Source: an optimization exercise on an open RTL-to-GDS flow (aim: a short achievable clock period and few clock cycles). Production flows keep margins and buffers that such runs may drop.

== MS ==
## cpu
module cpu (
    input  logic       CLOCK
  , input  logic       RESET
  , input  logic [7:0] read_bus
  , output logic [3:0] ctrl_bus
  , output logic [7:0] addr_bus
  , output logic [7:0] write_bus
  , output logic [7:0] OUT
);
export LEC_CHECK = 0
export CAP_MARGIN = 20
export CORE_MARGIN = 2
export CORE_UTILIZATION = 40
export SETUP_SLACK_MARGIN = 2.0
export SLEW_MARGIN = 20
create_clock -name core_clock -period 4.0 [get_ports {CLOCK}]
run.sh (not shown) runs the stock make flow with config.mk's settings and CLKGATE_MAP_FILE= SYNTH_SCRIPT=/design/flow/synth_recipe.tcl, a recipe that flattens the netlist after the stock synthesis.
Input-level comparison between AL and MS:
--- a/flow/design.v
+++ b/flow/design.v
@@ -115,41 +115,38 @@
     logic [7:0] b;
     b[0] = 1'b1;
     b[1] = ~x[0];
     b[2] = ~|x[1:0];
     b[3] = ~|x[2:0];
     b[4] = ~|x[3:0];
     b[5] = ~|x[4:0];
     b[6] = ~|x[5:0];
     b[7] = ~|x[6:0];
     dec8 = x ^ b;
   endfunction
   function automatic logic [8:0] add8(input logic [7:0] x, input logic [7:0] y, input logic ci);
-    logic [7:0] g, p, t;
+    logic [8:0] g, p;
+    logic [7:0] t;
     logic [8:0] c;
-    g = x & y; p = x | y; t = x ^ y;
-    c[0] = ci;
-    c[1] = g[0] | p[0] & ci;
-    c[2] = g[1] | p[1] & g[0] | p[1] & p[0] & ci;
-    c[3] = g[2] | p[2] & g[1] | p[2] & p[1] & g[0] | p[2] & p[1] & p[0] & ci;
-    c[4] = g[3] | p[3] & g[2] | p[3] & p[2] & g[1] | p[3] & p[2] & p[1] & g[0]
-         | p[3] & p[2] & p[1] & p[0] & ci;
-    for (int i = 5; i <= 8; i++) begin
-      logic gg, pp;
-      gg = g[i-1]; pp = p[i-1];
-      for (int j = i - 2; j >= 4; j--) begin
-        gg = gg | pp & g[j];
-        pp = pp & p[j];
+    g = {x & y, ci}; p = {x | y, 1'b0}; t = x ^ y;
+    for (int i = 0; i <= 8; i++) begin
+      logic acc;
+      acc = 1'b0;
+      for (int j = 0; j <= i; j++) begin
+        logic term;
+        term = g[j];
+        for (int k = j + 1; k <= i; k++) term = term & p[k];
+        acc = acc | term;
       end
-      c[i] = gg | pp & c[4];
+      c[i] = acc;
     end
     add8 = {c[8], t ^ c[7:0]};
   endfunction
   function automatic logic [3:0] rot(input logic [3:0] x, input int n);
     logic [7:0] d;
     d = {x, x} << n;
     rot = d[7:4];
   endfunction
   logic [U_W_-1:0] rb_u;
   assign rb_u = pdec(read_bus);
   logic [7:0]      vq0, vq1, vq2, va0, va1;
   logic [U_W_-1:0] vu0;
### Flow results
- Diff AL..MS | remaining antenna violation count | unchanged
- Between AL and MS, it is AL whose relative area of non-clock buffer cells in the final design is higher, by 0.40 points.
- Re largest net degree at the start of global routing: AL and MS aren't equal, and the higher value belongs to AL.
- AL -> MS: detailed-placement wirelength estimate flat
- The core of AL is more densely filled than that of MS.
- When AL is set beside MS, its die outline width turns out to be 0.84 um larger.
- Status: source-to-sink clock delay at the later pin of the worst-skew pair parity (MS, AL)
- Relative to MS, final standard cell count with taps included and fillers excluded has gone up in AL.
- From MS to AL the numbers moved as follows: number of max-cap violations has remained practically unchanged, final clock period utilization by the worst path has decreased.
- Looking at finished layout cell area across AL and MS, the one that comes out higher is AL.
- AL vs MS, total number of vias went up by about 2%.
- AL vs. MS: wire length of the first global-routing pass went up by about 3%.
- Global-route usage: AL vs MS up 0.74 points
No run of this note included a check of the RTL's function; only the layout flow was run.

---

== before ==
Another version of the RTL of cpu (not shown whole).
Size in the first run: roughly 2400 cells after synthesis, roughly 360 flip-flops, about 38 I/O pins, roughly 19000 um2 of cells after synthesis.
make LEC_CHECK=0 CAP_MARGIN=20 CORE_MARGIN=2 CORE_UTILIZATION=40 SETUP_SLACK_MARGIN=2.5 SLEW_MARGIN=20 finish   # period 4.0 ns
before completed every stage of the flow, and the final layout passed the timing, design-rule and antenna checks.
### before -> after
-- flow/design.v --
<<< before, line 383
        pv     <= 1'b0;
      end
      a    <= pick(a_sel, sum_e, sum_m, last, ey, read_bus) | ({8{a_hold}} & a);
      sp   <= pick(sp_sel, sum_e, sum_m, last, ey, read_bus) | ({8{sp_hold}} & sp)
            | ({8{sp_dsel}} & sp_dec) | ({8{sp_isel}} & sp_inc);
      last <= pick(l_sel, sum_e, sum_m, last, ey, read_bus) | ({8{l_hold}} & last);
      wd_q <= pick(w_sel, sum_e, sum_m, last, ey, read_bus) | ({8{w_hold}} & wd_q);
      if (f_e) begin fc <= ec; fz <= ez; fs <= es; fo <= eo; fu <= eu; end
      if (f_m) begin fc <= mc; fz <= mz; fs <= ms; fo <= mo; fu <= mu; end
      if (x_free) begin
        x_ex <= dload;
>>> after, line 383
        pv     <= 1'b0;
      end
      a    <= pick(a_sel & {5{xv}}, sum_e, sum_m, last, ey, read_bus) | ({8{a_hold | ~xv}} & a);
      sp   <= pick(sp_sel & {5{xv}}, sum_e, sum_m, last, ey, read_bus) | ({8{sp_hold | ~xv}} & sp)
            | ({8{sp_dsel & xv}} & sp_dec) | ({8{sp_isel & xv}} & sp_inc);
      last <= pick(l_sel & {5{xv}}, sum_e, sum_m, last, ey, read_bus) | ({8{l_hold | ~xv}} & last);
      wd_q <= pick(w_sel & {5{xv}}, sum_e, sum_m, last, ey, read_bus) | ({8{w_hold | ~xv}} & wd_q);
      if (f_e & xv) begin fc <= ec; fz <= ez; fs <= es; fo <= eo; fu <= eu; end
      if (f_m & xv) begin fc <= mc; fz <= mz; fs <= ms; fo <= mo; fu <= mu; end
      if (x_free) begin
        x_ex <= dload;
<<< before, line 414
        logic nx_ex, nx_a3, nx_z, cm, c_add, c_cmp, c_dsta, c_dstsp, c_push, c_pop, c_w;
        logic [4:0] roh;
        nx_ex = x_free & dload & vu0[U_ALU] & ~vu0[U_R1] & ~vu0[U_R2];
        nx_z  = x_free & dload & vu0[U_Z];
        nx_a3 = (x_a1 & ~(p_r1 & p_r2)) | x_a2;
        c_add   = nx_ex ? vu0[U_ADD]   : p_add;
>>> after, line 414
        logic nx_ex, nx_a3, nx_z, cm, c_add, c_cmp, c_dsta, c_dstsp, c_push, c_pop, c_w;
        logic [4:0] roh;
        nx_ex = x_free & ~xfl & vu0[U_ALU] & ~vu0[U_R1] & ~vu0[U_R2];
        nx_z  = x_free & ~xfl & vu0[U_Z];
        nx_a3 = (x_a1 & ~(p_r1 & p_r2)) | x_a2;
        c_add   = nx_ex ? vu0[U_ADD]   : p_add;
--- outcome ---
Lower global-route track usage on met1 was reported by after, not before.
Comparing before and after, the lower total global routing track utilization was measured on after.
Run comparison: after uppermost layer routed met4; before uppermost layer routed met5
Changes observed in after relative to before: post-cts repair resize count -252; final cycle utilization of the critical path now sits lower; register-to-register slack has increased; final critical delay including setup and external delays dropped 180 ps.
Highest attainable clock frequency: before and after compared, lower one is before
No run of this note included a check of the RTL's function; only the layout flow was run.

static timing again, ports no longer ideal:
How much do the figures lean on ideal ports? The routed layouts below were timed once more, with nothing changed but the port constraints. Step 1 (the two cells are an assumption about what drives the block):
set clk [get_ports {CLOCK}]
set_driving_cell -lib_cell sky130_fd_sc_hd__clkbuf_16 $clk
set_driving_cell -lib_cell sky130_fd_sc_hd__buf_2 [delete_from_list [all_inputs] $clk]
Step 2 also shifts input and output timing later by t, the mid clock arrival at the registers, as if the neighbouring blocks saw the same clock. Three values: ideal ports, drivers, drivers and shift; two values: the first two.
| run | shift t [ns] | slack for setup (ns) | latest minus earliest clock arrival (ns) |
|---|---|---|---|
| MS | 0.631 | 1.090 / 1.090 / 0.934 | 0.027 / 0.027 |
| AL | 0.632 | 1.208 / 1.208 / 0.902 | 0.036 / 0.036 |
| before | 0.662 | 1.084 / 1.084 / 0.955 | 0.033 / 0.032 |
| after | 0.629 | 1.268 / 1.268 / 0.972 | 0.021 / 0.021 |
After both steps setup and hold are still met in every run listed. For AL, which loses most, drivers alone change the setup slack by 0.000 ns; drivers and shift together by -0.306 ns.
